Source: an optimization exercise on an open RTL-to-GDS flow (aim: small area). Production flows keep margins and buffers that such runs may drop. In this exercise RTL edits were held to simulation tests only and were not proved equivalent to the original.

--- run.sh ---
#!/bin/bash
# synth_recipe.tcl (not shown) runs the flow's synth.tcl, then flattens the netlist and writes it again
# the make line also repeats each setting of config.mk as NAME=value (left out here)
make -C /OpenROAD-flow-scripts/flow DESIGN_CONFIG=/design/flow/config.mk WORK_HOME=/design/flow/orfs CLKGATE_MAP_FILE= SYNTH_SCRIPT=/design/flow/synth_recipe.tcl finish
--- config.mk ---
export PLATFORM = sky130hd
export DESIGN_NAME = cic
export DESIGN_NICKNAME = cic
export VERILOG_FILES = /design/flow/design.v
export SDC_FILE = /design/flow/constraint.sdc
export NUM_CORES = 4
export LEC_CHECK = 0
export CAP_MARGIN = 20
export CORE_MARGIN = 2
export CORE_UTILIZATION = 40
export SLEW_MARGIN = 20
--- constraint.sdc ---
create_clock -name core_clock -period 36.0 [get_ports {i_clk}]
set_input_delay 7.2000 -clock core_clock [delete_from_list [all_inputs] [get_ports {i_clk}]]
set_output_delay 7.2000 -clock core_clock [all_outputs]
set_load 0.01 [all_outputs]
--- design.v ---
/*verilator lint_off UNOPTFLAT*/
module cic_rca #(parameter W = 8) (
    input  wire [W-1:0] a,
    input  wire [W-1:0] b,
    input  wire         ci,
    output wire [W-1:0] s,
    output wire         co
    );
    wire [W:0] c;
    assign c[0] = ci;
    genvar i;
    generate
        for (i = 0; i < W; i = i + 1) begin : bit_
            assign s[i]   = a[i] ^ b[i] ^ c[i];
            assign c[i+1] = (a[i] & b[i]) | (c[i] & (a[i] ^ b[i]));
        end
    endgenerate
    assign co = c[W];
endmodule
/*verilator lint_on UNOPTFLAT*/
module cic_count #(parameter R = 100) (
    input  wire       i_clk,
    input  wire       i_reset,
    input  wire       i_step,
    output wire       o_first,
    output wire       o_last
    );
    reg [6:0] cnt;
    assign o_first = (cnt == 7'd0);
    assign o_last  = (cnt == R - 1);
    always @(posedge i_clk) begin
        if (i_reset)
            cnt <= 7'd0;
        else if (i_step)
            cnt <= o_last ? 7'd0 : cnt + 7'd1;
    end
endmodule
module cic_comb_ring #(parameter D = 14, P = 5) (
    input  wire         i_clk,
    input  wire         i_proc,     
    input  wire         i_first,    
    input  wire [D-1:0] i_data,     
    output wire [D-1:0] o_data      
    );
    reg [D*P-1:0] ring;
    reg           cy;
    wire [D-1:0]  head = ring[D-1:0];
    wire          co;
    cic_rca #(.W(D)) sub (.a(i_data), .b(~head), .ci(cy | i_first), .s(o_data), .co(co));
    always @(posedge i_clk) begin
        ring <= {(i_proc ? i_data : head), ring[D*P-1:D]};
        cy   <= co;
    end
endmodule
module cic (
    i_clk,
    i_reset,
    i_data,
    i_ready,
    o_data,
    o_ready
    );
    parameter IW = 2, OW = 128, R = 100, M = 10;
    localparam W  = 69;             
    localparam L  = 36;             
    localparam H  = W - L;          
    localparam D  = 14, P = 5;      
    localparam WR = D * P;          
    input  wire i_clk, i_reset;
    input  wire signed [(IW-1):0] i_data;
    input  wire i_ready;
    output wire signed [(OW-1):0] o_data;
    output reg  o_ready;
    wire g = i_ready & ~i_reset;
    wire first, last;
    cic_count #(.R(R)) counter (.i_clk(i_clk), .i_reset(i_reset), .i_step(g),
                                .o_first(first), .o_last(last));
    reg gd, rd, fd, ld, xsd;
    always @(posedge i_clk) begin
        gd  <= g;
        rd  <= i_reset;
        fd  <= g & first;
        ld  <= g & last;
        xsd <= i_data[IW-1];
    end
    reg  [L-1:0] lo [1:M];
    reg  [H-1:0] hi [1:M];
    reg  [M:1]   cy;
    wire [L-1:0] nlo [0:M];
    wire [H-1:0] nhi [0:M];
    wire [M:1]   co;
    assign nlo[0] = {{(L-IW){i_data[IW-1]}}, i_data};
    assign nhi[0] = {H{xsd}};
    genvar k;
    generate
        for (k = 1; k <= M; k = k + 1) begin : integ
            wire clr_lo = (k == M) ? (g & first) : i_reset;
            wire clr_hi = (k == M) ? fd : rd;
            wire [L-1:0] a_lo = lo[k] & {L{~clr_lo}};
            wire [L-1:0] b_lo = nlo[k-1] & {L{g}};
            wire [H-1:0] a_hi = hi[k] & {H{~clr_hi}};
            wire [H-1:0] b_hi = nhi[k-1] & {H{gd}};
            cic_rca #(.W(L)) add_lo (.a(a_lo), .b(b_lo), .ci(1'b0),  .s(nlo[k]), .co(co[k]));
            cic_rca #(.W(H)) add_hi (.a(a_hi), .b(b_hi), .ci(cy[k]), .s(nhi[k]), .co());
            always @(posedge i_clk) begin
                lo[k] <= nlo[k];
                hi[k] <= nhi[k];
                cy[k] <= co[k];
            end
        end
    endgenerate
    reg  [2:0] ph;         
    reg        run;        
    reg        pp;         
    reg  [3:0] cp;         
    wire clr   = (cp != 4'd0);
    wire start = (pp | clr) & (ph == 3'd0);
    wire proc  = start | run;
    always @(posedge i_clk) begin
        if (i_reset) begin
            ph  <= 3'd0;
            run <= 1'b0;
            pp  <= 1'b0;
            cp  <= 4'd9;
        end else begin
            ph  <= (ph == P - 1) ? 3'd0 : ph + 3'd1;
            run <= proc & (ph != P - 1);
            if (ld)
                pp <= 1'b1;
            else if (start & ~clr)
                pp <= 1'b0;
            if (proc & (ph == P - 1) & clr)
                cp <= cp - 4'd1;
        end
    end
    reg  [WR-1:0] O;
    wire [D-1:0] cd [1:M];
    assign cd[1] = O[D-1:0] & {D{~clr}};
    generate
        for (k = 2; k <= M; k = k + 1) begin : comb_
            cic_comb_ring #(.D(D), .P(P)) stage (
                .i_clk(i_clk), .i_proc(proc), .i_first(ph == 3'd0),
                .i_data(cd[k-1]), .o_data(cd[k]));
        end
    endgenerate
    always @(posedge i_clk) begin
        if (g & last)
            O[L-1:0] <= nlo[M];
        else if (proc)
            O[L-1:0] <= {O[L+D-1:D]};
        if (ld)
            O[W-1:L] <= nhi[M];
        else if (proc)
            O[WR-1:L] <= {cd[M], O[WR-1:L+D]};
    end
    reg [3:0] tm;
    always @(posedge i_clk) begin
        if (i_reset) begin
            tm      <= 4'd0;
            o_ready <= 1'b0;
        end else begin
            o_ready <= (tm == 4'd10);
            if (g & last)
                tm <= 4'd1;
            else if (tm == 4'd10)
                tm <= 4'd0;
            else if (tm != 4'd0)
                tm <= tm + 4'd1;
        end
    end
    assign o_data = {{(OW-W){O[W-1]}}, O[W-1:0]};
endmodule
==> results of run 1 <==
==> flip-flops by register name (all words and copies together) (netlist names), 3 cells and up <==
| signal | cells |
|---|---|
| counter.cnt | 7 |
| cy | 10 |
| O | 70 |
| comb_.stage.ring | 630 |
| cp | 4 |
| lo | 360 |
| comb_.stage.cy | 9 |
| ph | 3 |
| hi | 330 |
| tm | 4 |
==> kinds of logic after synthesis <==
family / count (synthesis) / synth area share
simple gates: 1629 / 0.135
buf+inv: 1020 / 0.0726
mux: 37 / 0.00696
xor+xnor: 42 / 0.00696
fa+ha+maj: 815 / 0.272
compound gates: 143 / 0.0122
flops: 1435 / 0.495
==> cell usage after synthesis, drive strengths merged <==
cell type,count,area share
and3,1,0.00011
nor3,7,0.00059
nand4b,1,0.00015
nand2,687,0.043
xnor2,28,0.0041
or2,2,0.00021
mux2i,2,0.00034
or3,1,0.00011
inv,702,0.044
a211oi,2,0.00025
xor2,11,0.0016
a21oi,93,0.0078
nor2b,106,0.011
mux2,35,0.0066
xnor3,2,0.00080
clkbuf,181,0.011
and2,78,0.0082
nor2,180,0.011
nor3b,2,0.00025
nand3b,1,0.00013
edfxtp,70,0.035
nand2b,556,0.058
o21bai,1,0.00013
a21o,2,0.00025
nand4,3,0.00032
buf,137,0.017
nand3,4,0.00034
xor3,1,0.00042
o21ai,45,0.0038
ha,19,0.0040
fa,796,0.27
dfxtp,1365,0.46
==> final timing paths <==
check,end,slack [ns]
max,O[35],5.36
min,comb_[8].stage.ring[44],0.30
max reg2reg,O[68],12.88
min reg2reg,comb_[8].stage.ring[44],0.30
==> final cells by class <==
| cell class | instances | area, um^2 |
|---|---|---|
| Fill cell | 13400 | 80600 |
| Timing Repair Buffer | 161 | 1560 |
| Clock inverter | 61 | 862 |
| Sequential cell | 1435 | 29400 |
| Clock buffer | 214 | 4330 |
| Tap cell | 1930 | 2410 |
| Inverter | 702 | 2640 |
| Multi-Input combinational cell | 2666 | 25800 |
==> metrics by stage <==
| step | worst slack, ns | hold WS (ns) |
|---|---|---|
| after floorplan | 5.23 | 0.310 |
| after global placement | 4.55 | 0.310 |
| after detailed placement | 4.30 | 0.312 |
| after CTS | 5.12 | 0.311 |
| after global routing | 4.02 | 0.315 |
| final | 5.36 | 0.303 |
==> routing by layer <==
metal / vias up / track usage / part of all wire
met2: 387 / 0.213 / 0.45
met3: 163 / 0.0276 / 0.044
met1: 14900 / 0.188 / 0.48
li1: 14800 / - / -
met5: - / 0 / 0.00018
met4: 4 / 0.0456 / 0.025
==> worst max-delay path, delay by kind of cell <==
family	cells	cell delay, ns
adders and majority gates	44	20.33
and+or+nand+nor	11	1.45
buffers and inverters	8	2.00
AOI/OAI and AO/OA	1	0.09
==> placed cells by master, fill, tap and decap left out, drive strengths merged <==
| cell | instances |
|---|---|
| buf | 28 |
| nand4b | 1 |
| nand2 | 687 |
| o21bai | 1 |
| xnor2 | 28 |
| clkinv | 43 |
| mux2i | 2 |
| dfxtp | 1365 |
| a21oi | 93 |
| bufinv | 13 |
| nor3 | 7 |
| or2 | 2 |
| edfxtp | 70 |
| clkdlybuf4s50 | 132 |
| mux2 | 35 |
| nand2b | 556 |
| nor3b | 2 |
| xor3 | 1 |
| inv | 706 |
| ha | 19 |
| and3 | 1 |
| nand3 | 4 |
| nand3b | 1 |
| a21o | 2 |
| clkbuf | 215 |
| or3 | 1 |
| a211oi | 2 |
| nor2 | 180 |
| fa | 796 |
| nor2b | 106 |
| clkinvlp | 1 |
| o21ai | 45 |
| xor2 | 11 |
| nand4 | 3 |
| and2 | 78 |
| xnor3 | 2 |
==> results by group, run 1 <==
Worst setup path
  • Crit start category: input port
  • CP startpoint: i_ready
  • Setup CP Type: input port to register
  • Slowest stage delay, CP: between 0.6 and 0.7 ns
  • Crit-path most repeated cell: fa_1
  • RR Startpoint: gd
  • Worst path slowest cell: buf_4
  • Critical path arrival: 31.14 ns
  • Critical path fanouts, max: 91
  • Required time worst endpoint: 36.49 ns
  • FF-to-FF path depth: 63
  • Crit end category: register

Layout
  • Final cell count without fillers: 7,169
  • ANT cells: 0
  • Post-route cell area: about 67,000 um^2
  • Fraction of layout cells with a size suffix above 1: 0.0607
  • Final core utilization: 0.454
  • Syn-to-layout area delta: 12.6%
  • Final Net Count: about 6,000

Die
  • Die ar.: approximately 150,000 um^2
  • Die width: 390 um
  • # IOs: between 100 and 150
  • Die H: 390 um
  • Core area: 148,000 um^2
  • Initial Util: 0.403
  • Std-Cell Rows: between 100 and 150

Detailed routing
  • Drt total wl: 96,000 um
  • Initial DRC count: roughly 1,100
  • Drt wl/cell: 13.4 um
  • DR pass1 iterations: 5
  • Vias: 30,300
  • Final antenna-violating net count: 0
  • Via density: between 4 and 5
  • DR DRC count: 0

Place
  • Port Buffers: 133
  • Gpl congestion: 0.775
  • Final HPWL DP: 66,800 um
  • Placed instance area: 61,800 um^2
  • Placed insts: 6,894

Clock network
  • Reg clk slew, reported paths: 0.06 ns
  • Clk sinks: 1,435
  • CTS Root Cell: clkbuf_16
  • CTS Buf Count: 149
  • Setup repair bufs after CTS: 0
  • Cts repair resizes: 0
  • Clock latency on the worst-skew pair: between 0.7 and 0.8 ns
  • Clock buffer depth: 3
  • CTS tree: done
  • H-tree Lvls: 4
  • Hold_buf cts: 0

STA
  • Total negative slack: 0 ns
  • Final setup violation count: 0
  • Worst Tran Pin Value: ~0.96 ns
  • Max Clock Freq: 32.6 MHz
  • Relative slew margins: 0.360
  • Fin crit share: 0.851
  • RSZ-0062 raised after global routing: no
  • Final hold vios: 0
  • Layout Skew: about 0.061 ns
  • Fin crit period: 30.64 ns
  • Max-slew violations: 0

Logic synthesis
  • Post-synthesis sequential element count: 1,435
  • Yosys cell types: 37
  • Synthesized area per cell: approximately 12 um^2
  • Synth warn: 7
  • Net count after synthesis: just under 6,000
  • Register area share after synthesis: 0.495
  • Syn Inst Count: 5,121
  • Post-Syn Area: 59,500 um^2

Run status
  • Status: finished clean

GRT
  • Total GRT Usage: 0.136
  • Initial antenna violation count: 7
  • Global-route wire length before repair: 166,000 um
  • Global route total overflow: 0
  • Largest net degree at the start of global routing: 122
  • Vias in the first global route: 33,000

Hold path
  • Hold Crit Depth: 0
  • Worst hold start: comb_[8].stage.ring[58]
  • Hold WC Path Type: register to register

Run
  • Number of max-cap violations: 0
==> run 2: changes to the inputs <==
--- a/config.mk
+++ b/config.mk
@@ -7,2 +7,3 @@
 export LEC_CHECK = 0
+export ABC_AREA = 1
 export CAP_MARGIN = 20
==> run 2 against run 1 <==
Effect of this change:
- synthesized cell count grew 5.5%
- register-to-register slack gained 0.20 ns
- via count is essentially flat
- routed wire length grew 0.60%
- design area shrank 2.1%
==> results by group, run 2 <==
Worst setup path
  • Crit end category: register
  • Required time worst endpoint: 36.51 ns (+0.02 ns)
  • CP startpoint: i_ready
  • Setup CP Type: input port to register
  • Slowest stage delay, CP: 0.61 ns (-0.02 ns)
  • Worst path slowest cell: fa_1
  • Crit-path most repeated cell: fa_1
  • FF-to-FF End: O[35]
  • Critical path fanouts, max: 6 (-93%)
  • RR Startpoint: lo[1][0]
  • Critical path arrival: 30.40 ns (-0.74 ns)
  • Reg2Reg Setup Slack: 13.08 ns (+0.20 ns)
  • Crit start category: input port
  • FF-to-FF path depth: 65 (+3.2%)

Clock network
  • Clock latency on the worst-skew pair: 0.77 ns (about the same)
  • Cts repair resizes: 0 (unchanged)
  • H-tree Lvls: 4 (unchanged)
  • Clock buffer depth: 3 (unchanged)
  • CTS tree: done
  • Reg clk slew, reported paths: 0.07 ns (about the same)
  • CTS Buf Count: 146 (-2.0%)
  • Hold_buf cts: 0 (unchanged)
  • CTS Root Cell: clkbuf_16
  • Clk sinks: 1,435 (unchanged)
  • Setup repair bufs after CTS: 0 (unchanged)

Logic synthesis
  • Cell taking the most area after synthesis: dfxtp_1
  • Register area share after synthesis: 0.505 (+0.0105)
  • EDFF count, synth: 70 (unchanged)
  • Yosys cell types: 26 (-30%)
  • Most frequent cell after synthesis: nand2_1
  • Post-synth top cells: 1,452 x nand2_1, 1,365 x dfxtp_1, 917 x inv_1
  • Synth warn: 7 (unchanged)
  • Post-synthesis sequential element count: 1,435 (unchanged)
  • Largest cells by area after synthesis: dfxtp_1 47%, fa_1 27%, nand2_1 9.4%
  • Yosys top cell area share: 0.469 (+0.00980)
  • Net count after synthesis: 6,223 (+4.7%)
  • Synthesized area per cell: 10.8 um^2 (-7.2%)
  • Post-Syn Area: 58,300 um^2 (-2.1%)
  • Ys flop type: dfxtp_1
  • Syn Inst Count: 5,403 (+5.5%)
  • Asr flop ratio synth: 0 (unchanged)

Detailed routing
  • Final antenna-violating net count: 0 (unchanged)
  • Vias: 30,300 (-0.076%)
  • Drt wl/cell: 13.0 um (-3.1%)
  • Initial DRC count: 1,473 (+31%)
  • DR pass1 iterations: 5 (unchanged)
  • DR DRC count: 0 (unchanged)
  • Via density: 4.07 (-3.7%)
  • Drt total wl: 96,600 um (+0.60%)

STA
  • Final hold vios: 0 (unchanged)
  • RSZ-0062 raised after global routing: no
  • Total negative slack: 0 ns (unchanged)
  • Max Clock Freq: 33.5 MHz (+2.5%)
  • Fin crit period: 29.89 ns (-0.750 ns)
  • Fin crit share: 0.830 (-0.0208)
  • Relative slew margins: 0.371 (+0.0114)
  • Worst Tran Pin Value: 0.941 ns (-0.0193 ns)
  • Max-slew violations: 0 (unchanged)
  • Layout Skew: 0.0304 ns (-0.0302 ns)
  • Final setup violation count: 0 (unchanged)

Hold path
  • Worst hold start: comb_[2].stage.ring[14]
  • Hold endpoint: comb_[2].stage.ring[0]
  • Hold WC Path Type: register to register
  • Hold Crit Depth: 0 (unchanged)

Layout
  • Reg with most FFs: comb_.stage.ring
  • Largest register FFs: 630 (unchanged)
  • Final Net Count: 6,222 (+4.8%)
  • Filler cells: 13,300 (-0.37%)
  • Commonest non-fill, non-tap cell in the layout: nand2_1
  • FF/Latch Area: 29,400 um^2 (about the same)
  • Most frequent cells in the layout: 1,452 x nand2_1, 1,364 x dfxtp_1, 915 x inv_1
  • Final cell count without fillers: 7,441 (+3.8%)
  • Area of the multi-input gates: 23,700 um^2 (-8.0%)
  • Largest regs: comb_.stage.ring x630, lo x360, hi x330
  • Fraction of layout cells with a size suffix above 1: 0.0518 (-0.00892)
  • Syn-to-layout area delta: 12.6% (about the same)

Die
  • Core area: 145,000 um^2 (-1.8%)
  • Die H: 386 um (-1.0%)
  • Initial Util: 0.402 (-0.00128)
  • Std-Cell Rows: 140 (-0.71%)
  • Die ar.: 149,000 um^2 (-2.1%)
  • Die width: 386 um (-1.0%)
  • # IOs: 134 (unchanged)

Place
  • Port Buffers: 133 (unchanged)
  • Final HPWL DP: 68,400 um (+2.3%)
  • Gpl congestion: 0.759 (-2.1%)
  • Placed insts: 7,171 (+4.0%)

Run status
  • Status: finished clean

GRT
  • Largest net degree at the start of global routing: 182 (+49%)
  • Vias in the first global route: 32,500 (-1.4%)
  • Total GRT Usage: 0.136 (+0.000484)
  • Initial antenna violation count: 2 (-5)
  • Global-route wire length before repair: 163,000 um (-1.8%)
  • Global route total overflow: 0 (unchanged)

Run
  • Number of max-cap violations: 0 (unchanged)
==> run 2: kinds of logic after synthesis <==
logic type | share of synthesized area
simple gates | 0.115
flops | 0.505
buf+inv | 0.0881
fa+ha+maj | 0.278
compound gates | 0.0128
xor+xnor | 0.00165
==> run 2: layout make-up <==
cell class | count | area share
multi-input combinational | 2731 | 0.362
tap | 1917 | 0.0366
antenna | 1 | 0.0000381
clock buffer | 225 | 0.0672
clock inverter | 44 | 0.00849
inverter | 919 | 0.0528
timing repair buffer | 169 | 0.0247
sequential | 1435 | 0.449
==> run 2: worst max path at each step <==
stage	end	slack, ns	depth (start not counted)
4_1_cts	O[35]	5.92	68
2_1_floorplan	O[35]	5.40	68
3_5_place_dp	O[35]	5.11	68
6_report	O[35]	6.11	68
5_1_grt	O[35]	4.96	70
3_3_place_gp	O[35]	5.21	68
==> run 2: layer usage <==
| metal | vias up | GRT usage | part of all wire |
|---|---|---|---|
| li1 | 15500 | - | - |
| met1 | 14300 | 0.188 | 0.49 |
| met2 | 322 | 0.218 | 0.45 |
| met3 | 151 | 0.0234 | 0.031 |
| met4 | 0 | 0.0456 | 0.025 |
| met5 | - | 0 | 0 |
==> run 2: per-stage QoR <==
step | cell area (um^2) | worst slack, ns | hold WS, ns | utilization
3_5_place_dp | 60600 | 5.11 | 0.312 | 0.418
6_report | 65600 | 6.11 | 0.315 | 0.452
3_3_place_gp | 60600 | 5.21 | 0.310 | 0.418
2_1_floorplan | 58300 | 5.40 | 0.310 | -
5_1_grt | 65600 | 4.96 | 0.315 | 0.452
4_1_cts | 65600 | 5.92 | 0.310 | 0.452
==> run 2: worst max-delay path, delay by kind of cell <==
kind | cells | cell delay (ns)
AND/OR/NAND/NOR | 11 | 0.93
buffers and inverters | 11 | 1.27
AO/OA/AOI/OAI | 1 | 0.09
adder cells (fa/ha/maj) | 45 | 20.92

==> port drivers added, routing unchanged <==
No port has a modelled driver above. Below, the same layouts with a new extraction and two added sets of constraints.
Step 1, drivers: a clkbuf_16 drives i_clk and a buf_2 each remaining input, both assumed.
Step 2 times the ports against the registers' clock, not the clock port: input delays grow and output delays shrink by t, the midpoint of the rising clock arrivals with the driver on.
Slacks: no drivers / after step 1 / after step 2; pairs: no drivers / after step 1.
run	t (ns)	setup WS [ns]	worst setup path at the end	pins driven straight from the clock port
run 1	0.817	5.356 / 5.316 / 4.499	input to register	1
run 2	0.836	6.106 / 6.160 / 5.324	input to register	1
After both steps setup and hold are still met in every run listed. For run 1, which loses most, drivers alone change the setup slack by -0.040 ns; drivers and shift together by -0.857 ns.
